What follows belongs to an exercise in optimizing a design on an open flow for small area and a short achievable clock period; a production flow would make more cautious choices.
In this exercise RTL edits were held to simulation tests only and were not proved equivalent to the original.
Power is estimated from default activity; no workload was simulated.

### config.mk
export PLATFORM = sky130hd
export DESIGN_NAME = cordic_top
export DESIGN_NICKNAME = cordic_top
export VERILOG_FILES = /design/flow/design.v
export SDC_FILE = /design/flow/constraint.sdc
export NUM_CORES = 4
export LEC_CHECK = 0
export ABC_AREA = 1
export CAP_MARGIN = 20
export CORE_MARGIN = 2
export CORE_UTILIZATION = 45
export CTS_BUF_LIST = sky130_fd_sc_hd__clkbuf_8
export SETUP_SLACK_MARGIN = 1.2
export SLEW_MARGIN = 20
### constraint.sdc
create_clock -name core_clock -period 3.3 [get_ports {clk}]
set_input_delay 0.6600 -clock core_clock [delete_from_list [all_inputs] [get_ports {clk}]]
set_output_delay 0.6600 -clock core_clock [all_outputs]
set_load 0.01 [all_outputs]
### design.v
module CORDIC_pipelined (
    input clk,
    input logic signed[15:0] angle,
    output logic signed[15:0] sin, cos
);
logic [15:0] t_in;
logic [15:0] a_q;
assign t_in = a_q - 16'd1;
logic [14:0] u0_q;
logic d0_q;
logic [14:0] u1;
logic [14:0] u1_q;
logic [1:0] i1_q;    
logic [15:0] v0;
assign v0 = {1'b0, u0_q} - 16'd12867;
logic [14:0] f1;
assign f1 = v0[14:0] ^ {15{v0[15]}};
assign u1 = f1;
logic [6:0] lpos;
logic [5:0] q0;
logic [5:0] tg;
cordic_htab htab_i (.d(u1_q[14:7]), .q({lpos, q0, tg}));
logic [5:0] q0_q;
logic [5:0] tg_q;
logic c_q;
logic [6:0] lo_q, lp_q;
assign c_q = lo_q >= lp_q;
logic [1:0] iq_q;
logic [5:0] late;
assign late = {(q0_q[5] ^ (c_q & tg_q[5])), (q0_q[4] ^ (c_q & tg_q[4])), (q0_q[3] ^ (c_q & tg_q[3])), (q0_q[2] ^ (c_q & tg_q[2])), (q0_q[1] ^ (c_q & tg_q[1])), (q0_q[0] ^ (c_q & tg_q[0]))};
logic [7:0] x0_q, x1_q, x2_q;    
logic [31:0] rom_d;
logic [32:0] rc_q;
logic rn114, rn132, rn215, rn46, rn80, rn689, rn40, rn69, rn107, rn369, rn131, rn99, rn335, rn124, rn310, rn79, rn101, rn563, rn460, rn233, rn243, rn143, rn139, rn662, rn60, rn93, rn425, rn316, rn411, rn247, rn135, rn349, rn113, rn70, rn557, rn223, rn184, rn116, rn121, rn371, rn610, rn691, rn533, rn571, rn333, rn239, rn127, rn442, rn100, rn632, rn109, rn483, rn188, rn140, rn674, rn163, rn268, rn648, rn53, rn311, rn631, rn548, rn81, rn253, rn363, rn174, rn108, rn152, rn660, rn358, rn370, rn266, rn205, rn255, rn157, rn343, rn302, rn348, rn690, rn513, rn565, rn544, rn605, rn204, rn94, rn303, rn556, rn550, rn270, rn95, rn77, rn141, rn647, rn122, rn71, rn627, rn57, rn731, rn717, rn144, rn329, rn350, rn461, rn577, rn171, rn125, rn115, rn133, rn756, rn694, rn532, rn644, rn443, rn484, rn102, rn419, rn365, rn320, rn242, rn592, rn209, rn50, rn269, rn189, rn657, rn164, rn732, rn645, rn378, rn42, rn590, rn364, rn211, rn176, rn201, rn664, rn683, rn667, rn638, rn142, rn359, rn372, rn549, rn611, rn195, rn41, rn267, rn220, rn90, rn158, rn376, rn110, rn742, rn663, rn578, rn653, rn429, rn642, rn606, rn297, rn334, rn312, rn558, rn344, rn76, rn252, rn256, rn258, rn172, rn224, rn566, rn82, rn96, rn206, rn59, rn97, rn476, rn453, rn713, rn668, rn382, rn628, rn295, rn185, rn51, rn117, rn462, rn739, rn725, rn718, rn695, rn145, rn554, rn134, rn698, rn304, rn534, rn704, rn677, rn543, rn420, rn342, rn244, rn271, rn103, rn432, rn339, rn692, rn444, rn637, rn366, rn280, rn196, rn321, rn298, rn43, rn518, rn737, rn675, rn624, rn633, rn336, rn525, rn591, rn531, rn529, rn221, rn210, rn508, rn136, rn44, rn279, rn202, rn478, rn551, rn276, rn379, rn665, rn623, rn360, rn612, rn240, rn584, rn263, rn190, rn523, rn91, rn111, rn743, rn377, rn330, rn351, rn257, rn579, rn541, rn559, rn118, rn98, rn314, rn289, rn709, rn669, rn658, rn394, rn383, rn313, rn323, rn83, rn317, rn179, rn305, rn254, rn173, rn231, rn52, rn225, rn226, rn178, rn61, rn467, rn56, rn740, rn696, rn684, rn387, rn402, rn288, rn146, rn78, rn733, rn463, rn652, rn699, rn572, rn361, rn545, rn707, rn153, rn345, rn274, rn272, rn693, rn245, rn433, rn639, rn367, rn299, rn197, rn283, rn515, rn524, rn352, rn540, rn535, rn530, rn212, rn509, rn104, rn738, rn676, rn659, rn281, rn728, rn373, rn607, rn593, rn198, rn222, rn137, rn479, rn384, rn666, rn630, rn400, rn318, rn45, rn625, rn241, rn264, rn552, rn92, rn492, rn744, rn380, rn191, rn654, rn331, rn560, rn472, rn749, rn705, rn25, rn315, rn629, rn585, rn564, rn730, rn322, rn259, rn249, rn526, rn180, rn119, rn489, rn72, rn741, rn710, rn685, rn649, rn324, rn84, rn207, rn227, rn175, rn468, rn456, rn58, rn54, rn186, rn714, rn697, rn403, rn636, rn147, rn734, rn614, rn165, rn678, rn583, rn469, rn154, rn388, rn306, rn362, rn546, rn708, rn573, rn458, rn640, rn555, rn519, rn232, rn290, rn300, rn246, rn284, rn332, rn598, rn661, rn353, rn516, rn374, rn542, rn536, rn213, rn510, rn138, rn480, rn719, rn385, rn670, rn392, rn47, rn681, rn587, rn199, rn105, rn454, rn390, rn671, rn646, rn265, rn567, rn427, rn192, rn346, rn260, rn561, rn490, rn473, rn706, rn414, rn319, rn325, rn126, rn85, rn580, rn527, rn228, rn120, rn445, rn62, rn55, rn745, rn726, rn296, rn250, rn73, rn604, rn177, rn208, rn410, rn187, rn615, rn166, rn679, rn650, rn39, rn586, rn753, rn470, rn711, rn368, rn155, rn389, rn620, rn574, rn48, rn459, rn398, rn520, rn234, rn408, rn375, rn307, rn291, rn285, rn337, rn354, rn273, rn621, rn599, rn547, rn159, rn720, rn406, rn248, rn634, rn537, rn481, rn455, rn386, rn396, rn200, rn106, rn148, rn588, rn347, rn514, rn501, rn715, rn415, rn128, rn568, rn229, rn485, rn446, rn63, rn434, rn428, rn301, rn282, rn123, rn86, rn754, rn735, rn261, rn562, rn491, rn326, rn167, rn686, rn608, rn181, rn214, rn412, rn193, rn700, rn528, rn727, rn24, rn395, rn680, rn651, rn616, rn712, rn500, rn596, rn471, rn391, rn156, rn477, rn450, rn464, rn399, rn641, rn575, rn49, rn409, rn381, rn292, rn672, rn521, rn401, rn393, rn338, rn355, rn203, rn112, rn622, rn251, rn286, rn635, rn275, rn435, rn407, rn397, rn626, rn553, rn160, rn421, rn517, rn505, rn235, rn457, rn424, rn497, rn486, rn439, rn64, rn589, rn600, rn581, rn569, rn493, rn416, rn327, rn129, rn168, rn609, rn182, rn701, rn538, rn506, rn447, rn430, rn423, rn755, rn746, rn413, rn417, rn216, rn729, rn617, rn723, rn502, rn404, rn597, rn474, rn74, rn23, rn308, rn482, rn451, rn465, rn262, rn87, rn356, rn422, rn293, rn287, rn426, rn22, rn340, rn277, rn643, rn161, rn511, rn26, rn236, rn673, rn576, rn436, rn19, rn21, rn716, rn721, rn65, rn594, rn570, rn522, rn494, rn418, rn130, rn438, rn498, rn487, rn440, rn747, rn38, rn169, rn613, rn183, rn217, rn682, rn10, rn507, rn736, rn405, rn655, rn448, rn618, rn503, rn601, rn309, rn466, rn341, rn75, rn431, rn722, rn278, rn294, rn582, rn724, rn539, rn18, rn237, rn149, rn17, rn441, rn66, rn595, rn495, rn162, rn37, rn512, rn499, rn488, rn750, rn748, rn35, rn602, rn230, rn194, rn687, rn656, rn619, rn20, rn449, rn328, rn67, rn357, rn475, rn437, rn150, rn88, rn170, rn504, rn496, rn28, rn751, rn603, rn12, rn238, rn218, rn702, rn688, rn33, rn452, rn68, rn13, rn36, rn16, rn27, rn151, rn89, rn752, rn219, rn14, rn11, rn703, rn15, rn30, rn31, rn32, rn29, rn34;
assign rn132 = ~x2_q[2];
assign rn69 = ~(x2_q[2] | x2_q[1]);
assign rn131 = ~(x2_q[1] & x2_q[0]);
assign rn99 = ~(x2_q[1] | x2_q[0]);
assign rn124 = ~(x2_q[2] & x2_q[1]);
assign rn101 = x2_q[3] | ~x2_q[2];
assign rn460 = x2_q[2] | ~x2_q[1];
assign rn143 = x2_q[2] & ~x2_q[1];
assign rn139 = x2_q[0] & ~x2_q[2];
assign rn662 = x2_q[1] | ~x2_q[0];
assign rn60 = x2_q[0] & ~x2_q[1];
assign rn93 = x2_q[1] & ~x2_q[0];
assign rn425 = x2_q[0] | ~x2_q[2];
assign rn135 = x2_q[2] | x2_q[1];
assign rn70 = x2_q[0] | x2_q[3];
assign rn223 = x2_q[1] & x2_q[0];
assign rn116 = x2_q[0] & x2_q[3];
assign rn109 = x2_q[2] & ~rn131;
assign rn266 = x2_q[3] & ~rn460;
assign rn343 = x2_q[2] & ~rn662;
assign rn513 = rn132 & ~rn60;
assign rn303 = rn60 | rn93;
assign rn141 = rn132 & ~rn223;
assign rn647 = rn425 | x2_q[1];
assign rn644 = x2_q[3] ? rn132 : rn135;
assign rn114 = ~rc_q[4];
assign rn215 = ~rc_q[6];
assign rn46 = ~rc_q[5];
assign rn80 = ~rc_q[3];
assign rn689 = ~rc_q[0];
assign rn40 = ~rc_q[7];
assign rn107 = ~(rc_q[4] | rc_q[3]);
assign rn369 = ~(rc_q[2] | rc_q[3]);
assign rn335 = ~(rc_q[4] & rc_q[5]);
assign rn310 = ~(rc_q[0] | rc_q[3]);
assign rn79 = ~(rc_q[2] | rc_q[0]);
assign rn563 = rc_q[1] & ~rc_q[3];
assign rn233 = rc_q[4] & ~rc_q[5];
assign rn243 = rc_q[3] & ~rc_q[1];
assign rn316 = rc_q[4] | ~rc_q[3];
assign rn411 = rc_q[0] & ~rc_q[5];
assign rn247 = rc_q[4] | rc_q[5];
assign rn349 = rc_q[2] & rc_q[3];
assign rn113 = rc_q[2] & rc_q[0];
assign rn557 = ~rc_q[8];
assign rn184 = ~rn79;
assign rn121 = rc_q[1] | rc_q[3];
assign rn371 = ~rn563;
assign rn610 = ~rn243;
assign rn691 = ~rc_q[27];
assign rn533 = ~rn233;
assign rn571 = ~rc_q[22];
assign rn333 = rc_q[1] ? rc_q[2] : rc_q[0];
assign rn239 = ~rn349;
assign rn127 = ~rn247;
assign rn442 = ~(rn369 & rc_q[14]);
assign rn100 = ~(rc_q[8] & rc_q[4]);
assign rn632 = ~(rn107 & rc_q[13]);
assign rn483 = rn689 & ~rc_q[26];
assign rn188 = ~(rc_q[19] & rn80);
assign rn140 = ~(rc_q[27] & rn80);
assign rn674 = rn80 & ~rc_q[12];
assign rn163 = rc_q[3] & ~rc_q[8];
assign rn268 = ~(rc_q[13] & rn80);
assign rn648 = rc_q[9] & ~rc_q[8];
assign rn53 = rn114 & ~rn310;
assign rn311 = rc_q[4] & ~rn310;
assign rn631 = rc_q[12] | rn114;
assign rn548 = ~(rc_q[18] | rn247);
assign rn81 = rn79 | rn80;
assign rn253 = ~rn442;
assign rn363 = rn369 | rc_q[4];
assign rn174 = rn369 | rn114;
assign rn108 = rn107 | rc_q[5];
assign rn152 = ~(rc_q[27] | rn121);
assign rn660 = rc_q[12] | rn46;
assign rn358 = rn114 & ~rn563;
assign rn370 = rn369 | ~rn233;
assign rn205 = rc_q[22] | ~rc_q[13];
assign rn255 = rc_q[3] & ~rc_q[24];
assign rn157 = rc_q[24] & ~rc_q[23];
assign rn302 = rc_q[19] & ~rc_q[27];
assign rn348 = rn310 & ~rc_q[22];
assign rn690 = rc_q[18] & ~rn310;
assign rn565 = rn114 & ~rn243;
assign rn544 = rc_q[25] | rn114;
assign rn605 = rc_q[27] | rn80;
assign rn204 = rc_q[3] & ~rn113;
assign rn94 = rc_q[23] | rc_q[3];
assign rn556 = rc_q[16] & ~rn310;
assign rn550 = rn113 | ~rc_q[1];
assign rn270 = rn243 | rn114;
assign rn95 = rc_q[25] | rc_q[9];
assign rn77 = ~rn674;
assign rn122 = rn121 & ~rc_q[5];
assign rn71 = rc_q[12] & ~rc_q[32];
assign rn627 = rn349 & ~rc_q[8];
assign rn57 = rn80 & ~rc_q[16];
assign rn731 = rc_q[28] | ~rn233;
assign rn717 = rc_q[2] & ~rc_q[10];
assign rn144 = rc_q[22] & ~rc_q[28];
assign rn329 = rn349 | rc_q[4];
assign rn350 = rn243 | rn349;
assign rn461 = rn316 | rc_q[10];
assign rn577 = rn247 | rn80;
assign rn171 = rc_q[28] | rn114;
assign rn125 = rc_q[32] | rc_q[26];
assign rn115 = rn113 | rn114;
assign rn133 = rc_q[9] ? rc_q[0] : rc_q[14];
assign rn756 = rc_q[26] ? rc_q[0] : rn310;
assign rn694 = rc_q[28] & rc_q[26];
assign rn532 = rn333 & ~rn80;
assign rn443 = rn114 & ~rn442;
assign rn484 = ~(rn483 | rn316);
assign rn102 = rc_q[18] & ~rn100;
assign rn419 = rn127 & ~rn442;
assign rn365 = ~(rn268 & rn114);
assign rn320 = ~(rn205 & rn691);
assign rn242 = rc_q[16] & ~rn188;
assign rn592 = rn127 & ~rn140;
assign rn209 = rn674 & ~rn333;
assign rn50 = rn239 & ~rn163;
assign rn269 = rc_q[0] & ~rn268;
assign rn189 = rn188 | ~rc_q[26];
assign rn657 = rn571 & ~rn188;
assign rn164 = rn163 & ~rc_q[15];
assign rn732 = rn127 & ~rc_q[15];
assign rn645 = rc_q[18] & ~rn631;
assign rn378 = rn371 & ~rn631;
assign rn42 = rc_q[15] | rc_q[3];
assign rn590 = rn81 & ~rn533;
assign rn364 = rn363 & ~rc_q[5];
assign rn211 = ~(rn95 & rc_q[3]);
assign rn176 = rc_q[14] & ~rn81;
assign rn201 = rc_q[15] | rc_q[4];
assign rn664 = ~(rn157 & rn204);
assign rn683 = rn121 & ~rn174;
assign rn667 = rn268 | rc_q[10];
assign rn638 = ~(rn363 | rn627);
assign rn142 = ~(rn140 & rc_q[11]);
assign rn359 = rn358 & ~rc_q[9];
assign rn372 = rn371 & ~rn370;
assign rn549 = rn548 | rc_q[6];
assign rn611 = rn610 & ~rn370;
assign rn195 = rc_q[9] & ~rn157;
assign rn41 = rn205 & ~rc_q[32];
assign rn267 = rc_q[21] & ~rc_q[0];
assign rn220 = rn163 & ~rn205;
assign rn90 = rc_q[3] & ~rn205;
assign rn158 = rn80 & ~rn157;
assign rn376 = rn46 & ~rc_q[21];
assign rn110 = rn108 | rc_q[15];
assign rn742 = rn302 & ~rc_q[3];
assign rn663 = rn46 & ~rn157;
assign rn578 = ~(rn550 | rn577);
assign rn653 = ~(rn577 | rc_q[15]);
assign rn429 = ~(rn577 | rc_q[13]);
assign rn642 = ~(rn329 & rc_q[5]);
assign rn606 = rn544 | ~rn605;
assign rn297 = rn114 & ~rn204;
assign rn334 = rn94 & ~rn333;
assign rn312 = rc_q[29] | rn483;
assign rn558 = rn557 & ~rn556;
assign rn344 = rc_q[29] | rn114;
assign rn76 = rc_q[2] & ~rc_q[31];
assign rn252 = rc_q[21] | rc_q[4];
assign rn256 = rn255 | rn114;
assign rn258 = rn690 | rn205;
assign rn172 = rc_q[30] | rc_q[29];
assign rn224 = rn205 | rc_q[10];
assign rn566 = rn565 | rc_q[5];
assign rn82 = rn648 | ~rc_q[20];
assign rn96 = rn95 & ~rn94;
assign rn206 = rn204 & ~rn205;
assign rn59 = rn690 | rn483;
assign rn97 = rc_q[4] & ~rn627;
assign rn476 = rc_q[13] & ~rn94;
assign rn453 = rn348 | rc_q[4];
assign rn713 = rn557 & ~rn605;
assign rn668 = rc_q[21] | rn114;
assign rn382 = rc_q[3] & ~rc_q[11];
assign rn628 = rn114 & ~rn627;
assign rn295 = rn80 & ~rc_q[11];
assign rn185 = rn184 & ~rn94;
assign rn51 = rc_q[15] | rc_q[11];
assign rn117 = rn71 | rc_q[28];
assign rn462 = rc_q[13] & ~rn461;
assign rn739 = rn605 | rc_q[23];
assign rn725 = rc_q[31] | rc_q[3];
assign rn718 = rn717 | rn363;
assign rn695 = rn694 | ~rn53;
assign rn145 = rn144 | rn114;
assign rn554 = rn255 | rn329;
assign rn134 = rn133 | rn80;
assign rn698 = rn411 & rn329;
assign rn304 = rn80 ? rc_q[31] : rn302;
assign rn534 = rn532 | rn533;
assign rn704 = rn80 ? rc_q[11] : rn157;
assign rn677 = rc_q[3] ? rn95 : rn550;
assign rn543 = rc_q[17] & ~rc_q[21];
assign rn420 = ~(rn419 & rc_q[7]);
assign rn342 = ~(rn50 & rn188);
assign rn244 = ~(rn242 | rn243);
assign rn271 = ~(rn270 | rn269);
assign rn103 = rc_q[5] & ~rn102;
assign rn432 = rn102 & ~rn46;
assign rn339 = rn215 & ~rn419;
assign rn692 = ~(rn320 & rc_q[4]);
assign rn444 = rn443 | rc_q[5];
assign rn637 = ~(rn42 & rc_q[4]);
assign rn366 = rn365 | rn40;
assign rn280 = rc_q[3] & ~rn320;
assign rn196 = ~(rn195 | rc_q[25]);
assign rn321 = rn107 & ~rn320;
assign rn298 = ~(rn195 | rn188);
assign rn43 = ~(rn41 | rn42);
assign rn518 = rc_q[4] & ~rn657;
assign rn737 = rc_q[4] & ~rn50;
assign rn675 = rn610 & ~rn209;
assign rn624 = rc_q[5] & ~rn645;
assign rn633 = rn632 & ~rn378;
assign rn336 = ~(rn334 | rn335);
assign rn525 = rn242 | rc_q[4];
assign rn591 = rn590 & ~rn209;
assign rn531 = ~(rn82 & rn80);
assign rn529 = rc_q[16] & ~rn211;
assign rn221 = ~(rn220 | rn96);
assign rn210 = rn209 | rn114;
assign rn508 = rn50 & ~rn201;
assign rn136 = rc_q[16] & ~rn42;
assign rn44 = rn201 & ~rn107;
assign rn279 = ~(rn269 | rn256);
assign rn202 = rn201 & ~rn108;
assign rn478 = rn42 | rc_q[8];
assign rn551 = rn364 & rn550;
assign rn276 = rc_q[6] & ~rn653;
assign rn379 = rn378 | rc_q[7];
assign rn665 = rn664 & rn358;
assign rn623 = rn359 | rn215;
assign rn360 = rn359 | rn46;
assign rn612 = rn611 | rc_q[7];
assign rn240 = rn195 | rc_q[25];
assign rn584 = rn41 | rn114;
assign rn263 = rn220 | rc_q[4];
assign rn190 = rn90 | rn114;
assign rn523 = rn220 | rn114;
assign rn91 = rn90 | rc_q[4];
assign rn111 = rn110 | rn102;
assign rn743 = rn742 | rn694;
assign rn377 = rn365 | rn376;
assign rn330 = rn329 & ~rn297;
assign rn351 = rn350 & ~rn312;
assign rn257 = rn184 & ~rn256;
assign rn579 = rn578 | rn215;
assign rn541 = rc_q[32] & ~rn224;
assign rn559 = rn211 & ~rn558;
assign rn118 = rn82 & ~rn80;
assign rn98 = rn96 | ~rn97;
assign rn314 = rn172 & ~rn80;
assign rn289 = rn258 & ~rn114;
assign rn709 = rn97 & ~rn302;
assign rn669 = rn667 & ~rn668;
assign rn658 = rn657 | ~rn97;
assign rn394 = rc_q[5] & ~rn628;
assign rn383 = rn127 & ~rn382;
assign rn313 = rn311 & ~rn312;
assign rn323 = rn125 & ~rn256;
assign rn83 = rn82 & ~rn81;
assign rn317 = rn312 | rn316;
assign rn179 = rn312 | rc_q[4];
assign rn305 = rn76 | rn195;
assign rn254 = rn252 | rn253;
assign rn173 = rn171 | rn172;
assign rn231 = rn312 | rn77;
assign rn52 = rn50 | ~rn51;
assign rn225 = rn224 & rn107;
assign rn226 = rn51 & ~rn316;
assign rn178 = rn172 | rc_q[3];
assign rn61 = rn59 | rc_q[25];
assign rn467 = rn97 & rn121;
assign rn56 = rn713 | rn114;
assign rn740 = rn739 & ~rn657;
assign rn696 = rn258 & ~rn695;
assign rn684 = rc_q[3] & ~rn51;
assign rn387 = rn382 | rc_q[5];
assign rn402 = rn46 & ~rn51;
assign rn288 = rn71 | rn252;
assign rn146 = rn142 & ~rn145;
assign rn78 = rn76 | rn77;
assign rn733 = rn732 & ~rn725;
assign rn463 = rn462 | rc_q[5];
assign rn652 = rn533 | rn51;
assign rn699 = rn698 | rn429;
assign rn572 = rn571 & ~rn304;
assign rn361 = rc_q[4] & ~rn543;
assign rn545 = rn543 & ~rn544;
assign rn707 = rc_q[3] ? rn689 : rn172;
assign rn153 = ~(rn280 | rn255);
assign rn345 = rn342 & ~rn344;
assign rn274 = rn233 & ~rn244;
assign rn272 = rn271 & ~rn267;
assign rn693 = rn59 & ~rn692;
assign rn245 = rn244 & ~rc_q[10];
assign rn433 = rn432 | rc_q[6];
assign rn639 = rn637 & ~rn638;
assign rn367 = rn364 & ~rn366;
assign rn299 = rn125 & ~rn298;
assign rn197 = rc_q[3] & ~rn196;
assign rn283 = rn196 | rc_q[3];
assign rn515 = ~(rn263 | rn483);
assign rn524 = ~(rn523 | rn298);
assign rn352 = ~(rn351 | rn348);
assign rn540 = rn525 & ~rn358;
assign rn535 = rn531 & ~rn534;
assign rn530 = rn127 & ~rn529;
assign rn212 = rn211 & ~rn210;
assign rn509 = rn508 & ~rn444;
assign rn104 = ~(rn103 & rn98);
assign rn738 = rn737 | rc_q[5];
assign rn676 = rn675 | rc_q[4];
assign rn659 = ~(rn658 & rn252);
assign rn281 = rn279 & ~rn280;
assign rn728 = rn518 & ~rn529;
assign rn373 = rn633 | rn46;
assign rn607 = rn478 & ~rn606;
assign rn593 = rn592 | rn591;
assign rn198 = ~(rn231 & rc_q[4]);
assign rn222 = rn221 | rn114;
assign rn137 = rn136 | rc_q[4];
assign rn479 = rn267 | rn44;
assign rn384 = rc_q[21] & ~rn379;
assign rn666 = rc_q[5] & ~rn665;
assign rn630 = ~(rn247 & rn387);
assign rn400 = rn624 & rc_q[17];
assign rn318 = ~(rn317 & rn46);
assign rn45 = rn43 | rn44;
assign rn625 = rn624 & ~rn623;
assign rn241 = rn239 & ~rn240;
assign rn264 = rn189 & ~rn263;
assign rn552 = rn551 | rn549;
assign rn92 = rn91 | ~rn59;
assign rn492 = rn111 & ~rn370;
assign rn744 = rn743 & ~rn335;
assign rn380 = rn377 & ~rn379;
assign rn191 = rn189 & ~rn190;
assign rn654 = ~(rn276 & rn652);
assign rn331 = rc_q[5] & ~rn330;
assign rn560 = rc_q[4] & ~rn559;
assign rn472 = rn233 & ~rn118;
assign rn749 = rn518 & ~rn314;
assign rn705 = rn289 & ~rn704;
assign rn25 = rn383 & ~rc_q[6];
assign rn315 = rn313 & ~rn314;
assign rn629 = rc_q[6] & ~rn394;
assign rn585 = rn584 | rn558;
assign rn564 = rn190 | rn563;
assign rn730 = rn240 | rc_q[3];
assign rn322 = rn317 & ~rn321;
assign rn259 = rn257 & rn258;
assign rn249 = rn46 & ~rn173;
assign rn526 = rn52 & ~rn525;
assign rn180 = rn178 & ~rn179;
assign rn119 = rn117 | rn118;
assign rn489 = rn61 & ~rn91;
assign rn72 = rn118 | rn114;
assign rn741 = rn114 & ~rn740;
assign rn710 = rn709 | rn46;
assign rn685 = rn683 & ~rn684;
assign rn649 = rn118 | rn363;
assign rn324 = rn323 | rn46;
assign rn84 = rn78 & ~rn83;
assign rn207 = rn461 & rn179;
assign rn227 = rn225 | rn226;
assign rn175 = rn173 & rn174;
assign rn468 = rn467 | rn46;
assign rn456 = rn226 | rn46;
assign rn58 = rn56 | rn57;
assign rn54 = rn52 & rn53;
assign rn186 = rn226 | rn201;
assign rn714 = rn56 | rn80;
assign rn697 = rn696 | rn46;
assign rn403 = rn402 | rc_q[6];
assign rn636 = rn253 | rn387;
assign rn147 = rn146 | rn46;
assign rn734 = rn733 | rc_q[6];
assign rn614 = rc_q[4] ? rn304 : rn351;
assign rn165 = rn361 | ~rn637;
assign rn678 = rn544 & ~rn361;
assign rn583 = ~(rn153 & rn42);
assign rn469 = rn80 ? rn550 : rn305;
assign rn154 = ~(rn153 | rn113);
assign rn388 = rn387 ? rn127 : rc_q[4];
assign rn306 = rn305 ^ rn80;
assign rn362 = rn360 | rn361;
assign rn546 = rn545 | rn46;
assign rn708 = rn707 | rc_q[4];
assign rn573 = rn153 & ~rn572;
assign rn458 = rn153 & ~rn756;
assign rn640 = rc_q[5] & ~rn639;
assign rn555 = rn299 & ~rn554;
assign rn519 = rn518 & ~rn197;
assign rn232 = rn231 & ~rn197;
assign rn290 = rn289 & ~rn197;
assign rn300 = rn299 & rn297;
assign rn246 = ~(rn245 | rn241);
assign rn284 = rn283 & ~rn270;
assign rn332 = ~(rn331 & rn283);
assign rn598 = rn233 & ~rn352;
assign rn661 = rn659 & ~rn660;
assign rn353 = rn352 & ~rn107;
assign rn516 = rn515 | rn46;
assign rn374 = rn373 & ~rn372;
assign rn542 = rn541 | rn540;
assign rn536 = rn535 | rn215;
assign rn213 = rn212 | rn46;
assign rn510 = rn509 | rc_q[6];
assign rn138 = rn134 & ~rn137;
assign rn480 = rn478 & ~rn479;
assign rn719 = rn664 & ~rn198;
assign rn385 = rn384 & ~rn247;
assign rn670 = rn666 & ~rn669;
assign rn392 = rc_q[3] & ~rn373;
assign rn47 = rn46 & ~rn45;
assign rn681 = rn90 & rn676;
assign rn587 = rn241 & ~rn525;
assign rn199 = rn197 | rn198;
assign rn105 = rn92 & ~rn104;
assign rn454 = ~(rn58 | rn41);
assign rn390 = rn630 | rn394;
assign rn671 = rn666 | rn329;
assign rn646 = rn400 | rc_q[6];
assign rn265 = rn264 | rn46;
assign rn567 = rn564 & ~rn566;
assign rn427 = rn730 & ~rn731;
assign rn192 = rn191 | rn46;
assign rn346 = rn322 & ~rn345;
assign rn260 = rn254 & ~rn259;
assign rn561 = rn560 | rn46;
assign rn490 = rn98 & ~rn489;
assign rn473 = rn472 | rc_q[6];
assign rn706 = rn705 | rc_q[5];
assign rn414 = rn46 & ~rn685;
assign rn319 = rn318 | rn315;
assign rn325 = rn322 & ~rn324;
assign rn126 = rn125 & ~rn119;
assign rn85 = rc_q[4] & ~rn84;
assign rn580 = rn579 | rn249;
assign rn527 = rn526 | rn46;
assign rn228 = rn222 & ~rn227;
assign rn120 = rn119 | rn115;
assign rn445 = rn72 | rn57;
assign rn62 = rn61 & ~rn58;
assign rn55 = rc_q[5] & ~rn54;
assign rn745 = rn744 | rn741;
assign rn726 = rn725 & ~rn186;
assign rn296 = rn72 | rn295;
assign rn250 = rn249 | rc_q[6];
assign rn73 = rn71 | rn72;
assign rn604 = ~(rn583 & rn114);
assign rn177 = rn176 | rn175;
assign rn208 = rn206 | rn207;
assign rn410 = rn697 | rn693;
assign rn187 = rn185 | rn186;
assign rn615 = rn46 & ~rn614;
assign rn166 = rn165 & ~rn164;
assign rn679 = rn677 & ~rn678;
assign rn650 = rn165 & ~rn349;
assign rn39 = rn629 ^ rc_q[7];
assign rn586 = rn583 & ~rn585;
assign rn753 = rn114 & ~rn469;
assign rn470 = rn469 & ~rn257;
assign rn711 = rn708 & ~rn710;
assign rn368 = rn362 & ~rn367;
assign rn155 = rn154 | rn114;
assign rn389 = rn388 | rc_q[6];
assign rn620 = rn362 | rn215;
assign rn574 = rn127 & ~rn573;
assign rn48 = rn233 & ~rn458;
assign rn459 = rn458 | rn114;
assign rn398 = rn636 & ~rn640;
assign rn520 = rn364 & ~rn519;
assign rn234 = rn233 & ~rn232;
assign rn408 = ~(rn670 | rn663);
assign rn375 = ~(rn374 & rc_q[7]);
assign rn307 = rc_q[4] ? rn304 : rn306;
assign rn291 = rn288 & ~rn290;
assign rn285 = rn202 & ~rn284;
assign rn337 = rn332 & ~rn336;
assign rn354 = rn46 & ~rn353;
assign rn273 = ~(rn272 | rn265);
assign rn621 = rn374 & ~rn549;
assign rn599 = rn598 | rn40;
assign rn547 = rn542 & ~rn546;
assign rn159 = rn138 & ~rn158;
assign rn720 = rn718 & ~rn719;
assign rn406 = rn661 | rn630;
assign rn248 = rn246 | rn247;
assign rn634 = rn215 & ~rn392;
assign rn537 = rn536 | rn530;
assign rn481 = rn480 | rn46;
assign rn455 = rn453 & ~rn454;
assign rn386 = rn385 | rn215;
assign rn396 = rn642 | rn392;
assign rn200 = rn199 | ~rn140;
assign rn106 = rc_q[6] & ~rn105;
assign rn148 = rn147 | rn138;
assign rn588 = rn587 | rn46;
assign rn347 = rc_q[5] & ~rn346;
assign rn514 = rn199 | rc_q[30];
assign rn501 = rn105 | rc_q[6];
assign rn715 = rn706 & ~rn714;
assign rn415 = rn414 & ~rn384;
assign rn128 = rn127 & ~rn126;
assign rn568 = rn567 | rn215;
assign rn229 = rc_q[5] & ~rn228;
assign rn485 = rn120 & ~rn484;
assign rn446 = rn445 & ~rn444;
assign rn63 = rn62 | ~rn55;
assign rn434 = rn738 & ~rn745;
assign rn428 = rn427 | rn215;
assign rn301 = rn296 & ~rn300;
assign rn282 = rn281 | rn265;
assign rn123 = rn120 | ~rn122;
assign rn86 = rn55 & ~rn85;
assign rn754 = rn445 & ~rc_q[5];
assign rn735 = rn734 | rn427;
assign rn261 = rn260 | rn46;
assign rn562 = rn561 | rn555;
assign rn491 = rn490 | rn46;
assign rn326 = rn325 | rn215;
assign rn167 = ~(rn166 | rn108);
assign rn686 = rn414 | rc_q[6];
assign rn608 = rn604 & ~rn607;
assign rn181 = rn177 & ~rn180;
assign rn214 = rn208 & ~rn213;
assign rn412 = rn410 & ~rn411;
assign rn193 = rn187 & ~rn192;
assign rn700 = rn410 & ~rn699;
assign rn528 = rn527 | rn524;
assign rn727 = rn726 | rn46;
assign rn24 = rn215 ? rn383 : rn385;
assign rn395 = ~(rn389 | rn394);
assign rn680 = rn676 & ~rn679;
assign rn651 = rn649 & ~rn650;
assign rn616 = rn615 | rn40;
assign rn712 = rn706 & ~rn711;
assign rn500 = rn444 | rn166;
assign rn596 = rn207 | rn753;
assign rn471 = rn470 | rn468;
assign rn391 = rn390 & ~rn389;
assign rn156 = rn155 | rn152;
assign rn477 = rn155 | rn476;
assign rn450 = rn48 | ~rn276;
assign rn464 = rn459 & ~rn463;
assign rn399 = rn215 & ~rn398;
assign rn641 = rn247 & ~rn398;
assign rn575 = rn574 | rc_q[6];
assign rn49 = rn47 | rn48;
assign rn409 = rn215 & ~rn408;
assign rn381 = rn375 & ~rn380;
assign rn292 = rc_q[5] & ~rn291;
assign rn672 = rn671 & ~rn408;
assign rn521 = rn520 | rc_q[6];
assign rn401 = ~(rn386 | rn400);
assign rn393 = ~(rn386 | rn392);
assign rn338 = rn307 | rc_q[5];
assign rn355 = rc_q[6] & ~rn354;
assign rn203 = ~(rn202 & rn200);
assign rn112 = ~(rn111 & rn106);
assign rn622 = rn620 & ~rn621;
assign rn251 = rn248 & ~rn250;
assign rn286 = rn285 | rn215;
assign rn635 = rn390 & ~rn634;
assign rn275 = rn274 | rn273;
assign rn435 = ~(rn433 | rn434);
assign rn407 = rn406 & ~rn386;
assign rn397 = rn396 & ~rn386;
assign rn626 = rn625 | rn621;
assign rn553 = rn552 | rn547;
assign rn160 = rn159 | rn46;
assign rn421 = rn720 | rn46;
assign rn517 = rn514 & ~rn516;
assign rn505 = ~(rn181 | rn108);
assign rn235 = ~(rn234 | rn214);
assign rn457 = rn456 | rn455;
assign rn424 = ~(rn749 | rn727);
assign rn497 = rn122 & ~rn485;
assign rn486 = rn376 & ~rn485;
assign rn439 = rn339 & ~rn434;
assign rn64 = rn63 & ~rc_q[6];
assign rn589 = rn588 | rn586;
assign rn600 = rn599 | rn347;
assign rn581 = rn261 & ~rn580;
assign rn569 = rn562 & ~rn568;
assign rn493 = rn491 & ~rn492;
assign rn416 = rn415 | rn215;
assign rn327 = rn319 & ~rn326;
assign rn129 = rn128 | rc_q[6];
assign rn168 = rn106 & ~rn167;
assign rn609 = rc_q[5] & ~rn608;
assign rn182 = rn46 & ~rn181;
assign rn701 = rc_q[6] & ~rn700;
assign rn538 = rn528 & ~rn537;
assign rn506 = rn229 | rn215;
assign rn447 = rn446 | rc_q[6];
assign rn430 = rn428 | rn429;
assign rn423 = ~(rn715 | rn712);
assign rn755 = rn754 | rn215;
assign rn746 = rn434 | rn215;
assign rn413 = rn412 | rc_q[6];
assign rn417 = rc_q[5] & ~rn680;
assign rn216 = rn214 | rn215;
assign rn729 = rn728 | rn727;
assign rn617 = rn337 & ~rn616;
assign rn723 = rn339 & ~rn712;
assign rn502 = rn500 & ~rn501;
assign rn404 = rn651 | rn46;
assign rn597 = rn46 & ~rn596;
assign rn474 = rn471 & ~rn473;
assign rn74 = rn467 | ~rn596;
assign rn23 = rn391 | ~rn386;
assign rn308 = rc_q[5] ? rn301 : rn307;
assign rn482 = rn477 & ~rn481;
assign rn451 = rn63 & ~rn450;
assign rn465 = rn464 | rn215;
assign rn262 = ~(rn261 & rn251);
assign rn87 = rn86 | rn49;
assign rn356 = rn355 & ~rn347;
assign rn422 = ~(rn420 & rn421);
assign rn293 = rn251 & ~rn292;
assign rn287 = rn282 & ~rn286;
assign rn426 = ~(rn424 & rc_q[19]);
assign rn22 = rn395 | rn393;
assign rn340 = rn338 & rn339;
assign rn277 = rn276 & ~rn275;
assign rn643 = rc_q[6] ? rn641 : rn396;
assign rn161 = rn156 & ~rn160;
assign rn511 = rn235 & ~rn510;
assign rn26 = rn215 ? rn368 : rn381;
assign rn236 = rn235 & ~rn215;
assign rn673 = rn215 ? rn406 : rn672;
assign rn576 = rn575 | rn275;
assign rn436 = rn435 | rc_q[7];
assign rn19 = rn409 | rn407;
assign rn21 = rn399 | rn397;
assign rn716 = ~(rn423 & rn339);
assign rn721 = rn421 | rn215;
assign rn65 = rn64 & ~rn49;
assign rn594 = rn589 & ~rn593;
assign rn570 = rn553 & ~rn569;
assign rn522 = rn521 | rn517;
assign rn494 = rn215 & ~rn493;
assign rn418 = ~(rn416 | rn417);
assign rn130 = rn129 | ~rn123;
assign rn438 = rn428 | rn424;
assign rn498 = rn497 | rn215;
assign rn487 = rn486 | rn215;
assign rn440 = rn439 | rn40;
assign rn747 = rn746 & ~rc_q[7];
assign rn38 = rn635 ^ rc_q[7];
assign rn169 = rn168 | rn40;
assign rn613 = rn612 | rn609;
assign rn183 = rn182 | rc_q[6];
assign rn217 = rn203 & ~rn216;
assign rn682 = rn417 & ~rn681;
assign rn10 = rc_q[7] ? rn622 : rn626;
assign rn507 = rn506 | rn505;
assign rn736 = rn729 & ~rn735;
assign rn405 = rn404 & ~rn403;
assign rn655 = rn404 & ~rn654;
assign rn448 = rn74 & ~rn46;
assign rn618 = rn617 | rn215;
assign rn503 = rn502 | rn40;
assign rn601 = rn600 | rn597;
assign rn309 = rn308 | rc_q[6];
assign rn466 = rn457 & ~rn465;
assign rn341 = ~(rn340 & rn337);
assign rn75 = rc_q[5] ? rn74 : rn73;
assign rn431 = rn426 & ~rn430;
assign rn722 = ~(rn721 & rn716);
assign rn278 = rn262 & ~rn277;
assign rn294 = rn293 | rn287;
assign rn582 = rn576 & ~rn581;
assign rn724 = rn721 & ~rn723;
assign rn539 = rn522 & ~rn538;
assign rn18 = rn413 & ~rn418;
assign rn237 = rn236 | rn40;
assign rn149 = rn148 & ~rn130;
assign rn17 = rn386 ? rn422 : rn423;
assign rn441 = rn438 & ~rn440;
assign rn66 = rn65 | rn40;
assign rn595 = rn594 | rc_q[7];
assign rn495 = rn494 | rc_q[7];
assign rn162 = rn161 | rn130;
assign rn37 = rn643 ^ rn40;
assign rn512 = rn507 & ~rn511;
assign rn499 = rn498 | rn161;
assign rn488 = rn487 | rn482;
assign rn750 = rn736 & ~rn424;
assign rn748 = rn747 & ~rn736;
assign rn35 = rn673 ^ rn40;
assign rn602 = ~(rn601 & rn215);
assign rn230 = rn229 | rn183;
assign rn194 = rn193 | rn183;
assign rn687 = rn686 | rn682;
assign rn656 = rn646 & ~rn655;
assign rn619 = rn613 & ~rn618;
assign rn20 = rn405 | rn401;
assign rn449 = rn447 | rn448;
assign rn328 = rn309 & ~rn327;
assign rn67 = rn755 | rn448;
assign rn357 = rn341 & ~rn356;
assign rn475 = rn474 | rn466;
assign rn437 = rn436 | rn431;
assign rn150 = rn112 & ~rn149;
assign rn88 = rc_q[6] ? rn75 : rn87;
assign rn170 = rn162 & ~rn169;
assign rn504 = rn499 & ~rn503;
assign rn496 = rn488 & ~rn495;
assign rn28 = rc_q[7] ? rn278 : rn294;
assign rn751 = rn746 & ~rn750;
assign rn603 = rn595 & ~rn602;
assign rn12 = rn40 ? rn570 : rn582;
assign rn238 = rn230 & ~rn237;
assign rn218 = rn194 & ~rn217;
assign rn702 = rn687 & ~rn701;
assign rn688 = rn417 & ~rn687;
assign rn33 = rc_q[7] ? rn722 : rn724;
assign rn452 = rn449 & ~rn451;
assign rn68 = rn67 & ~rn66;
assign rn13 = rc_q[7] ? rn512 : rn539;
assign rn36 = rn656 ^ rc_q[7];
assign rn16 = rn437 & ~rn441;
assign rn27 = rn40 ? rn328 : rn357;
assign rn151 = rn40 & ~rn150;
assign rn89 = rn40 & ~rn88;
assign rn752 = rc_q[7] & ~rn751;
assign rn219 = rn40 & ~rn218;
assign rn14 = rn504 | rn496;
assign rn11 = rn619 | rn603;
assign rn703 = rn702 ^ rn40;
assign rn15 = rc_q[7] ? rn452 : rn475;
assign rn30 = rn170 | rn151;
assign rn31 = rn89 | rn68;
assign rn32 = rn752 | rn748;
assign rn29 = rn238 | rn219;
assign rn34 = rn703 | rn688;
assign rom_d = {rn40, rn40, rn39, rn38, rn37, rn36, rn35, rn34, rn33, rn32, rn31, rn30, rn29, rn28, rn27, rn26, rn25, rn24, rn23, rn22, rn21, rn20, rn19, rn18, rn17, rn16, rn15, rn14, rn13, rn12, rn11, rn10};
always_ff @(posedge clk) begin
    a_q <= angle;
    u0_q <= t_in[14:0] ^ {15{t_in[15]}};
    d0_q <= ~t_in[15];
    u1_q <= u1;
    i1_q <= {d0_q, v0[15]};
    q0_q <= q0;
    tg_q <= tg;
    lo_q <= u1_q[6:0];
    lp_q <= lpos;
    iq_q <= i1_q;
    x0_q <= {iq_q, late};
    x1_q <= x0_q;
    x2_q <= x1_q;
    rc_q[0] <= x2_q[0];
    rc_q[1] <= x2_q[1];
    rc_q[2] <= x2_q[2];
    rc_q[3] <= x2_q[3];
    rc_q[4] <= x2_q[4];
    rc_q[5] <= x2_q[5];
    rc_q[6] <= x2_q[6];
    rc_q[7] <= x2_q[7];
    rc_q[8] <= rn99;
    rc_q[9] <= rn132;
    rc_q[10] <= rn223;
    rc_q[11] <= rn141;
    rc_q[12] <= rn69;
    rc_q[13] <= rn460;
    rc_q[14] <= rn131;
    rc_q[15] <= rn109;
    rc_q[16] <= rn135;
    rc_q[17] <= rn644;
    rc_q[18] <= rn101;
    rc_q[19] <= rn425;
    rc_q[20] <= rn647;
    rc_q[21] <= rn266;
    rc_q[22] <= rn143;
    rc_q[23] <= rn93;
    rc_q[24] <= rn662;
    rc_q[25] <= rn60;
    rc_q[26] <= rn124;
    rc_q[27] <= rn139;
    rc_q[28] <= rn116;
    rc_q[29] <= rn343;
    rc_q[30] <= rn513;
    rc_q[31] <= rn303;
    rc_q[32] <= rn70;
    {sin, cos} <= rom_d;
end
endmodule
module cordic_htab(d, q);
  input [7:0] d;
  wire [7:0] d;
  output [18:0] q;
  wire [18:0] q;
  wire _0_;
  wire _10_;
  wire _11_;
  wire _12_;
  wire _13_;
  wire _14_;
  wire _15_;
  wire _16_;
  wire _17_;
  wire _18_;
  wire _19_;
  wire _1_;
  wire _20_;
  wire _21_;
  wire _22_;
  wire _23_;
  wire _24_;
  wire _25_;
  wire _26_;
  wire _27_;
  wire _28_;
  wire _29_;
  wire _2_;
  wire _30_;
  wire _31_;
  wire _32_;
  wire _33_;
  wire _34_;
  wire _35_;
  wire _36_;
  wire _37_;
  wire _38_;
  wire _39_;
  wire _3_;
  wire _40_;
  wire _41_;
  wire _42_;
  wire _43_;
  wire _44_;
  wire _45_;
  wire _46_;
  wire _47_;
  wire _48_;
  wire _49_;
  wire _4_;
  wire _50_;
  wire _51_;
  wire _52_;
  wire _53_;
  wire _54_;
  wire _55_;
  wire _56_;
  wire _57_;
  wire _58_;
  wire _59_;
  wire _5_;
  wire _60_;
  wire _61_;
  wire _62_;
  wire _63_;
  wire _64_;
  wire _65_;
  wire _66_;
  wire _67_;
  wire _68_;
  wire _69_;
  wire _6_;
  wire _70_;
  wire _71_;
  wire _72_;
  wire _73_;
  wire _74_;
  wire _7_;
  wire _8_;
  wire _9_;
  assign _23_ = ~d[5];
  assign _22_ = ~_47_;
  assign q[0] = _25_ | _28_;
  assign _21_ = _30_ & ~(_23_);
  assign q[11] = _34_ & ~(_21_);
  assign _20_ = q[11] & _29_;
  assign _19_ = _20_ | _24_;
  assign _18_ = d[6] & d[5];
  assign _17_ = _18_ & ~(_47_);
  assign _16_ = _17_ | d[7];
  assign _15_ = d[1] & ~(_16_);
  assign q[6] = _15_ ^ _19_;
  assign q[1] = q[0] & ~(q[6]);
  assign _14_ = ~(_42_ | _46_);
  assign _13_ = ~(_14_ & q[1]);
  assign q[4] = _22_ & ~(_13_);
  assign q[5] = q[4] & ~(_23_);
  assign q[18] = _24_ & ~(q[5]);
  assign _12_ = _21_ | _37_;
  assign q[16] = q[18] & ~(_12_);
  assign _11_ = d[2] & ~(d[1]);
  assign _10_ = ~(_11_ | _47_);
  assign _9_ = _28_ & ~(_10_);
  assign _8_ = _9_ | ~(_13_);
  assign _7_ = _47_ & ~(_23_);
  assign _6_ = _8_ & ~(_7_);
  assign q[15] = _37_ ? d[5] : _6_;
  assign _5_ = d[3] & ~(_41_);
  assign _4_ = _5_ | d[4];
  assign _3_ = ~(_5_ | _40_);
  assign _2_ = _11_ & ~(_47_);
  assign _1_ = ~(_2_ | _3_);
  assign _0_ = ~(_1_ | d[1]);
  assign _74_ = _22_ & ~(_0_);
  assign _73_ = _4_ & ~(_74_);
  assign _72_ = _28_ & ~(_73_);
  assign _71_ = ~(_34_ | _42_);
  assign _70_ = ~(_71_ | _29_);
  assign _69_ = ~(_70_ & _1_);
  assign _68_ = d[4] & ~(_40_);
  assign _67_ = _68_ | _38_;
  assign _66_ = _69_ & ~(_67_);
  assign q[14] = _66_ | _72_;
  assign _65_ = _70_ ^ _1_;
  assign q[13] = q[0] & ~(_65_);
  assign _64_ = _23_ & ~(_47_);
  assign _63_ = _14_ & ~(_64_);
  assign q[12] = q[1] & ~(_63_);
  assign _62_ = ~(d[6] & d[1]);
  assign _61_ = _62_ & ~(d[2]);
  assign _60_ = _61_ | _16_;
  assign _59_ = _60_ | ~(_13_);
  assign _58_ = _22_ & ~(_59_);
  assign _57_ = _58_ | _23_;
  assign _56_ = _64_ & ~(_59_);
  assign _55_ = _56_ | d[7];
  assign q[10] = _57_ & ~(_55_);
  assign _54_ = _59_ | ~(d[3]);
  assign _53_ = d[4] | d[7];
  assign _52_ = _54_ & ~(_53_);
  assign q[9] = _52_ | _58_;
  assign _51_ = ~(d[3] | d[7]);
  assign q[8] = _59_ ? _51_ : d[3];
  assign _50_ = q[1] & ~(_14_);
  assign _49_ = _42_ & ~(q[11]);
  assign _48_ = ~(_49_ | _59_);
  assign q[7] = _48_ | _50_;
  assign q[3] = d[3] & ~(_13_);
  assign q[2] = ~_13_;
  assign _47_ = ~(d[3] & d[4]);
  assign _46_ = ~(d[2] | d[1]);
  assign _45_ = _46_ | _47_;
  assign _44_ = d[0] | d[7];
  assign _43_ = d[6] & ~(_44_);
  assign _42_ = d[2] & d[1];
  assign _41_ = d[5] & ~(_42_);
  assign _40_ = _41_ & ~(d[3]);
  assign _39_ = _40_ & ~(d[4]);
  assign _38_ = _39_ | ~(_43_);
  assign _37_ = _45_ & ~(_38_);
  assign _36_ = _37_ & ~(d[5]);
  assign _35_ = ~(d[0] | d[5]);
  assign _34_ = ~(d[6] | d[7]);
  assign _33_ = d[0] ^ d[5];
  assign _32_ = ~(d[2] | d[0]);
  assign _31_ = _32_ | _45_;
  assign _30_ = d[2] & ~(_47_);
  assign _29_ = _33_ ? _31_ : _30_;
  assign _28_ = _34_ & ~(_29_);
  assign _27_ = _28_ & ~(_35_);
  assign q[17] = _27_ | _36_;
  assign _26_ = d[5] & ~(_45_);
  assign _25_ = _43_ & ~(_26_);
  assign _24_ = _25_ | _27_;
endmodule
module cordic_top (
    input  logic clk,
    input  logic signed[15:0] angle,
    output logic signed[15:0] sin, cos
);
    CORDIC_pipelined dut_basic(
        .clk(clk),
        .angle(angle),
        .sin(sin),
        .cos(cos)
    );
endmodule
### flow/run.sh
#!/bin/bash
# The standard layout (standard.sh: the standard flow's synthesis and ORFS flow, unchanged), except:
# - the port buffers ORFS puts on every input and output are plain buffers
#   (sky130_fd_sc_hd__buf_2) instead of the delay buffer buffer_ports picks by default;
# - clock tree synthesis gets ORFS's usual arguments plus -dont_use_dummy_load, so it
#   adds no load-only inverters to the clock tree.
set -euo pipefail
export BUFFER_PORTS_ARGS="-buffer_cell sky130_fd_sc_hd__buf_2"
export CTS_ARGS="-sink_clustering_enable -repair_clock_nets -buf_list sky130_fd_sc_hd__clkbuf_8 -dont_use_dummy_load"
bash standard.sh > standard.log 2>&1
### standard.sh
#!/bin/bash
# synth_recipe.tcl (not shown) runs the flow's synth.tcl, then flattens the netlist and writes it again
# the make line also repeats each setting of config.mk as NAME=value (left out here)
make -C /OpenROAD-flow-scripts/flow DESIGN_CONFIG=/design/flow/config.mk WORK_HOME=/design/flow/orfs CLKGATE_MAP_FILE= SYNTH_SCRIPT=/design/flow/synth_recipe.tcl "${@:-finish}"
==> results.rst, run 1 <==
.. list-table::
   :header-rows: 1

   * - Metric
     - Value
   * - Number of antenna violations at the first check in global routing
     - 0
   * - Worst VDD drop
     - between 400 and 500 uV
   * - Actual slew at the worst max-slew pin
     - 0.8081 ns
   * - Inserted Diodes
     - 0
   * - Amount of wire on met2 after detailed routing
     - ~12000 um
   * - Routability congestion estimate
     - 1.081
   * - Number of top-level design ports
     - 49
   * - Path depth of the worst reg2reg path
     - 8
   * - Fraction of registers with async set or reset after synthesis
     - 0%
   * - Vias in the first global route
     - 7220
   * - Mean area per synthesized cell
     - between 7 and 8 um^2
   * - Static leakage
     - 4.164 nW
   * - Later-pin clock latency in the skew report
     - approximately 0.45 ns
   * - Number of stages on the worst hold path
     - 1
   * - Total power density per cell area
     - 1142 nW/um^2
   * - Dominant synthesized flop cell
     - dfxtp_1
   * - Via count
     - roughly 7500
   * - Total negative slack for setup checks
     - 0 ns
   * - Via-per-instance ratio
     - 5.639
   * - Total die area
     - approximately 19000 um^2
   * - Final number of hold-violating endpoints
     - 0
   * - Arrival time of the worst setup path
     - approximately 2.5 ns
   * - Number of DRC markers after the initial detailed-route iteration
     - a little under 700
   * - Total Nets Final
     - 1137
   * - Highest metal layer used by the detailed router
     - met4
   * - Wire length of the first global-routing pass
     - 40520 um
   * - Worst-case hold path end point
     - dut_basic.a_q[2]
   * - Cells taking the most area after synthesis
     - dfxtp_1 (42%), nand2_1 (12%), o21ai_0 (5.6%)
   * - Final worst path period share
     - 64.49%
   * - Relative slew margins
     - between 40% and 50%
   * - Initial Utilization
     - 45.67%
   * - Hold-fix buffers, CTS
     - 0
   * - Area growth from synthesis to layout
     - 10.62%
   * - Worst Path Max Fanout
     - 18
   * - DRC violation count after routing
     - 0
   * - Count of input and output buffers
     - between 40 and 50
   * - Number of detailed-route iterations in the first pass
     - 6
   * - Total routed wirelength
     - 26480 um
   * - Number of flops mapped to enable cells by yosys
     - 0
   * - Num rows
     - between 40 and 50
   * - Clock tree from TritonCTS
     - built
   * - Crit Reg-Reg Startpoint
     - dut_basic.rc_q[3]
   * - Run status
     - finished clean
   * - Top cells by count, synth
     - nand2_1 (249), dfxtp_1 (165), inv_1 (114), nor2_1 (87), o21ai_0 (87)
   * - Final number of setup-violating endpoints
     - 0
   * - Max Fclk
     - 0.4699 GHz
   * - Overflow left after global routing
     - 0
   * - Clock transition at the registers of the reported paths
     - 0.09 ns
   * - Synthesized instance count
     - 1049
   * - Synth area leader
     - dfxtp_1
   * - Routed wl met3
     - about 1900 um
   * - Critical path startpoint category
     - flip-flop
   * - Die X-Extent
     - between 100 and 150 um
   * - Clock root cell
     - clkbuf_8
   * - Layout cell share with drive strength beyond 1
     - 13.30%
   * - Cell area after technology mapping
     - 7844 um^2
   * - DIE HEIGHT
     - 136.0 um
   * - Placed instance area
     - 8303 um^2
   * - Detailed-placement wirelength estimate
     - 20560 um
   * - Overall power consumption
     - 9.908 mW
   * - Number of levels the H-tree was split into
     - 4
   * - Global routing usage summed across all routing layers
     - 29.68%
   * - Metal-1 WL
     - 9918 um
   * - Part of the Yosys area used for sequential elements
     - 42.11%
   * - Clock period minus worst slack
     - 2.128 ns
   * - Max Root-Sink Buffers
     - 2
   * - Worst clock skew
     - approximately 0.028 ns
   * - Nets in the synthesized netlist
     - 1086
   * - Required time at the worst-slack endpoint
     - 3.67 ns
   * - Final non-filler cell area
     - 8677 um^2
   * - Endpoint class of the critical path
     - flip-flop
   * - Detailed-route wire length per cell
     - 20.02 um
   * - Type of the setup path with the least slack
     - reg2reg
   * - Final slew viol count
     - 0
   * - CTS Buf Count
     - 17
   * - Worst reg2reg endpoint
     - dut_basic.cos[5]
   * - Most instantiated library cell after synthesis
     - nand2_1
   * - Num Clock Sinks
     - 165
   * - Core outline area
     - 17180 um^2
   * - Hold_sp
     - angle[2]
   * - Yosys warns
     - 1
   * - Number of antenna-violating nets in the routed design
     - 0
   * - Kind of path behind the tightest hold check
     - in2reg
   * - Largest net degree at the start of global routing
     - 40
   * - Number of maximum-capacitance constraint violations
     - 0
   * - RSZ-0062 raised after global routing
     - yes
   * - Library cells used by synthesis
     - 50
   * - Fraction of post-synthesis cell area in the top cell type by area
     - between 40% and 50%
   * - Synthesized flop and latch total
     - 165
   * - Setup slack, reg-to-reg
     - 1.17 ns
flip-flops by register name (all words and copies together), names as in the netlist, 8 cells and up:
name,cells
dut_basic.rc_q,33
dut_basic.a_q,16
dut_basic.cos,16
dut_basic.sin,15
dut_basic.u0_q,15
dut_basic.u1_q,15
dut_basic.x0_q,8
dut_basic.x1_q,8
dut_basic.x2_q,8
layout by cell type (no fill, tap or decap), types with 5 or more instances in the layout:
cell type	n
ha_1	20
dfxtp_1	157
buf_4	20
nand2_1	244
a31oi_1	12
clkbuf_8	17
xor2_2	7
nand2_2	9
inv_1	111
o211ai_1	21
dfxtp_2	7
xor2_1	42
nand4_1	10
nand3_1	64
o22ai_1	5
buf_2	48
o21ai_0	79
nor2_1	83
nor3_1	17
nor2_2	9
a21oi_1	38
o21ai_1	11
xnor2_1	12
final cells by class:
type,count,area [um^2]
Tap cell,225,281.5
Fill cell,1789,8499
Clock buffer,17,234.0
Inverter,117,445.4
Sequential cell,165,3316
Multi-Input combinational cell,730,3999
Timing Repair Buffer,69,401.6
routing by layer:
layer  global-route usage [%]  up-vias
met5                        0        -
met4                    25.06        0
met3                    6.339      162
met2                    48.32      425
met1                    33.05     3375
li1                         -     3499
critical path, cell delays in order (launching register included):
cell and delay, ns:
dfxtp_1 0.36, buf_4 0.28, nand2_1 0.21, o21ai_1 0.49
o21bai_1 0.22, o21ai_0 0.14, a21oi_1 0.20, o211ai_1 0.10
nand2_1 0.07
report_power, final:
group / internal (mW) / leakage [nW] / switching (mW) / total [mW]
Combinational: 1.65 / 2.65 / 3.91 / 5.56
Sequential: 2.73 / 1.39 / 0.532 / 3.27
Clock: 0.455 / 0.122 / 0.622 / 1.08
how the worst max path moves through the flow:
stage,start,endpoint,depth (start not counted)
floorplan,dut_basic.u1_q[12],dut_basic.lp_q[4],16
global placement,dut_basic.rc_q[3],dut_basic.cos[2],9
detailed placement,dut_basic.rc_q[3],dut_basic.cos[2],9
CTS,dut_basic.rc_q[3],dut_basic.cos[2],9
global route,dut_basic.rc_q[3],dut_basic.sin[11],10
finish,dut_basic.rc_q[3],dut_basic.cos[5],8
repair_timing:
action | 4_1_cts | 5_1_grt
gates cloned | 0 | 0
resized for setup | 8 | 38
endpoints found under the setup margin | 17 | 28
buffers inserted | 0 | 4
per-stage QoR:
stage          utilization, %  hold WS (ns)  setup slack, ns  std cells
2_1_floorplan               -        0.3096            1.469       1049
3_3_place_gp            48.34        0.3098           0.8341       1302
3_5_place_dp            48.34        0.3121           0.9610       1302
4_1_cts                 49.78        0.2648            1.158       1319
5_1_grt                 50.52        0.2746            1.156       1323
6_report                50.52        0.3035            1.172       1323
cells by family (layout without fill, tap and decap cells):
group	count (synthesis)	after routing	synth area share (%)
AO/OA/AOI/OAI	195	195	14.50
AND/OR/NAND/NOR	454	454	24.69
flip-flops	165	165	42.11
buffers and inverters	154	203	8.024
XOR/XNOR	61	61	7.481
adder cells (fa/ha/maj)	20	20	3.190
==> inputs of run 2 (changes only) <==
--- a/flow/run.sh
+++ b/flow/run.sh
@@ -6,5 +6,5 @@
 #   adds no load-only inverters to the clock tree.
 set -euo pipefail
 export BUFFER_PORTS_ARGS="-buffer_cell sky130_fd_sc_hd__buf_2"
-export CTS_ARGS="-sink_clustering_enable -repair_clock_nets -buf_list sky130_fd_sc_hd__clkbuf_8 -dont_use_dummy_load"
+export CTS_ARGS="-sink_clustering_enable -repair_clock_nets -buf_list sky130_fd_sc_hd__clkbuf_8 -dont_use_dummy_load -sink_clustering_size 30 -sink_clustering_max_diameter 200"
 bash standard.sh > standard.log 2>&1
--- a/config.mk
+++ b/config.mk
@@ -10,5 +10,5 @@
 export CORE_MARGIN = 2
 export CORE_UTILIZATION = 45
 export CTS_BUF_LIST = sky130_fd_sc_hd__clkbuf_8
-export SETUP_SLACK_MARGIN = 1.2
+export SETUP_SLACK_MARGIN = 1.3
 export SLEW_MARGIN = 20
==> run 2 against run 1 <==
Against the previous run: final area grew 3.2%; critical path depth grew 3; via count grew 0.56%.
==> results.rst, run 2 <==
.. list-table::
   :header-rows: 1

   * - Metric
     - Value
   * - Synthesized instance count
     - ~1000
   * - Largest net degree at the start of global routing
     - 40
   * - Switching Share
     - 50.84%
   * - Leading cell types in the layout, fill and taps excluded
     - nand2_1 (239), dfxtp_1 (156), inv_1 (109)
   * - Library cells used by synthesis
     - 50
   * - Core outline area
     - about 17000 um^2
   * - Dominant synthesized flop cell
     - dfxtp_1
   * - Final number of setup-violating endpoints
     - 0
   * - Actual slew at the worst max-slew pin
     - 0.7851 ns
   * - CTS Buf Count
     - 17
   * - Placed instance area
     - 8303 um^2
   * - Layout cell share with drive strength beyond 1
     - 16.89%
   * - Number of maximum-capacitance constraint violations
     - 0
   * - Number of cells after detailed placement
     - 1302
   * - DIE HEIGHT
     - 136.0 um
   * - Mean area per synthesized cell
     - 7.477 um^2
   * - Most instantiated library cell after synthesis
     - nand2_1
   * - Required time at the worst-slack endpoint
     - 3.66 ns
   * - Number of DRC markers after the initial detailed-route iteration
     - ~640
   * - RSZ-0062 raised after global routing
     - yes
   * - Routability congestion estimate
     - 1.081
   * - Clock tree from TritonCTS
     - built
   * - Cell area after technology mapping
     - 7844 um^2
   * - Clk network pwr share
     - 10.6%
   * - Initial Utilization
     - about 46%
   * - Number of levels the H-tree was split into
     - 4
   * - DRC violation count after routing
     - 0
   * - Max reg flops
     - 33
   * - Num rows
     - 48
   * - Yosys warns
     - 1
   * - Worst Path Max Fanout
     - 18
   * - Inserted Diodes
     - 0
   * - Arrival time of the worst setup path
     - 2.36 ns
   * - Pre-CTS setup slack
     - 0.9610 ns
   * - Max Fclk
     - approximately 0.5 GHz
   * - Clock transition at the registers of the reported paths
     - about 0.09 ns
   * - Synthesized flop and latch total
     - 165
   * - Type of the setup path with the least slack
     - reg2reg
   * - Kind of path behind the tightest hold check
     - in2reg
   * - Total die area
     - around 19000 um^2
   * - Number of top-level design ports
     - 49
   * - Final worst path period share
     - 60.58%
   * - Fraction of post-synthesis cell area in the top cell type by area
     - 42.11%
   * - Clock period minus worst slack
     - 1.999 ns
   * - Most common cell after layout, fill and taps aside
     - nand2_1
   * - Total power density per cell area
     - between 1000 and 1500 nW/um^2
   * - Filler cell count
     - 1763
   * - Internal power summed over all cells
     - 5.044 mW
   * - Total Nets Final
     - 1152
   * - Total routed wirelength
     - roughly 27000 um
   * - Clock root cell
     - clkbuf_8
   * - Final non-filler cell area
     - just under 9000 um^2
   * - Synth area leader
     - dfxtp_1
   * - Via-per-instance ratio
     - 5.608
   * - Nets in the synthesized netlist
     - 1086
   * - Worst clock skew
     - 0.02846 ns
   * - Reg with most FFs
     - dut_basic.rc_q
   * - Global routing usage summed across all routing layers
     - 29.68%
   * - Number of detailed-route iterations in the first pass
     - 6
   * - Crit path setup slack, layout
     - 1.301 ns
   * - Number of antenna violations at the first check in global routing
     - 0
   * - Area growth from synthesis to layout
     - 14.16%
   * - Gate power share
     - 57.4%
   * - Detailed-route wire length per cell
     - between 15 and 20 um
   * - Overflow left after global routing
     - 0
   * - Critical path startpoint category
     - flip-flop
   * - Fraction of registers with async set or reset after synthesis
     - 0%
   * - Max Root-Sink Buffers
     - 2
   * - Layout Cells excl Fill
     - 1338
   * - Worst VDD drop
     - 486.1 uV
   * - Switching Power
     - 5.215 mW
   * - Detailed-placement wirelength estimate
     - around 21000 um
   * - Register share of total power
     - 32.0%
   * - Final number of hold-violating endpoints
     - 0
   * - Number of flops mapped to enable cells by yosys
     - 0
   * - Final slew viol count
     - 0
   * - Total negative slack for setup checks
     - 0 ns
   * - Via count
     - 7503
   * - Later-pin clock latency in the skew report
     - 0.45 ns
   * - Count of input and output buffers
     - 48
   * - Die X-Extent
     - approximately 140 um
   * - Wire length of the first global-routing pass
     - 40520 um
   * - Static leakage
     - about 4.3 nW
   * - Num Clock Sinks
     - 165
   * - Part of the Yosys area used for sequential elements
     - around 42%
   * - Endpoint class of the critical path
     - flip-flop
   * - Run status
     - finished clean
   * - Cells taking the most area after synthesis
     - dfxtp_1 (42%), nand2_1 (12%), o21ai_0 (5.6%)
   * - Relative slew margins
     - between 40% and 50%
   * - Number of antenna-violating nets in the routed design
     - 0
   * - Vias in the first global route
     - 7228
   * - Top cells by count, synth
     - nand2_1 (249), dfxtp_1 (165), inv_1 (114), nor2_1 (87), o21ai_0 (87)
-- run 2: changes by cell type in the layout (fill, tap and decap cells not counted), moves of 3 or more --
| cell | before | now |
|---|---|---|
| buf_4 | 20 | 29 |
| nor2_1 | 83 | 77 |
| nand2_1 | 244 | 239 |
| nand3_1 | 64 | 59 |
| nand3_2 | 3 | 8 |
| nand2_2 | 9 | 13 |
| nor2_2 | 9 | 13 |
| buf_6 | 1 | 4 |
| nor3_1 | 17 | 14 |
| nor3_2 | 3 | 6 |
-- run 2: layer usage --
layer / track usage, % / share of wire [%] / vias up
met2: 48.02 / 46 / 404
met3: 6.525 / 7.3 / 152
met4: 25.64 / 9.4 / 0
met1: 32.95 / 37 / 3411
li1: - / - / 3536
met5: 0 / 0 / -
-- run 2: per-stage QoR --
step                      hold WS [ns]  utilization (%)  power (mW)
final                           0.2980            52.13       10.26
after global placement          0.3098            48.34       8.579
after CTS                       0.2648            49.91       9.622
after detailed placement        0.3121            48.34       8.457
after floorplan                 0.3096                -       6.503
after global routing            0.2746            52.13       10.91
-- run 2: worst paths after layout --
| kind | cells after the start | slack (ns) | end | startpoint |
|---|---|---|---|---|
| max | 11 | 1.30 | dut_basic.cos[2] | dut_basic.rc_q[3] |
| min | 1 | 0.30 | dut_basic.a_q[2] | angle[2] |
| min reg2reg | 0 | 0.31 | dut_basic.iq_q[0] | dut_basic.i1_q[0] |
| max reg2reg | 11 | 1.30 | dut_basic.cos[2] | dut_basic.rc_q[3] |
-- run 2: final cells by class --
class	instances	area, um^2	share of cell area [%]
tap	225	281.5	3.144
multi-input combinational	731	4128	46.09
clock buffer	17	234.0	2.613
sequential	165	3319	37.07
inverter	117	449.2	5.016
timing repair buffer	83	543.0	6.064
-- run 2: cells by family (layout without fill, tap and decap cells) --
logic type | after synthesis | after routing | synth area share (%)
AOI/OAI and AO/OA | 195 | 195 | 14.50
buffers and inverters | 154 | 217 | 8.024
adders and majority gates | 20 | 20 | 3.190
and+or+nand+nor | 454 | 455 | 24.69
xor gates and xnor gates | 61 | 61 | 7.481
DFF | 165 | 165 | 42.11
-- run 2: repair_timing --
| action | CTS | global route |
|---|---|---|
| resized for setup | 19 | 68 |
| hold buffers | 0 | 0 |
| pin swaps | 0 | 14 |
| buffers inserted | 0 | 18 |
| cloned | 0 | 1 |
| setup endpoints to repair | 30 | 43 |
-- run 2: power by group through the flow --
stage | clock network (mW) | logic [mW] | registers (mW)
2_1_floorplan | 0 | 3.37 | 3.13
3_3_place_gp | 0 | 5.29 | 3.29
3_5_place_dp | 0 | 5.17 | 3.29
4_1_cts | 1.13 | 5.24 | 3.25
5_1_grt | 1.19 | 6.37 | 3.35
6_report | 1.09 | 5.89 | 3.29
-- run 2: worst max-delay path: stages, from the launching register on --
cell and delay [ns]:
dfxtp_1 0.41, buf_12 0.18, nor2_2 0.07, inv_2 0.15
nand2_1 0.17, nand2_2 0.18, nand4_1 0.19, o21ai_0 0.14
nand2_1 0.10, nand3_1 0.07, o21ai_0 0.07, o21ai_0 0.20

==> re-timing with driven ports <==
Ports are ideal in the flow. The routed layouts listed here were re-timed in OpenROAD. Step 1 sets driving cells, clkbuf_16 on the clock port and buf_2 on the other inputs (assumed; they add their load-dependent delay and slew). Step 2, shift: input delay + t, output delay - t, t = (earliest + latest rising clock arrival at the registers) / 2. This alone moves slack from input paths to output paths. Three values: no drivers, after step 1, after step 2; two values: the first two.
| run | t, ns | setup slack, ns | latest minus earliest clock arrival (ns) | worst register clock-pin slew, ns |
|---|---|---|---|---|
| run 1 | 0.477 | 1.172 / 1.172 / 1.172 | 0.029 / 0.029 | 0.09 / 0.09 |
| run 2 | 0.482 | 1.301 / 1.301 / 1.301 | 0.030 / 0.031 | 0.09 / 0.09 |
After both steps every run listed still meets setup and hold.
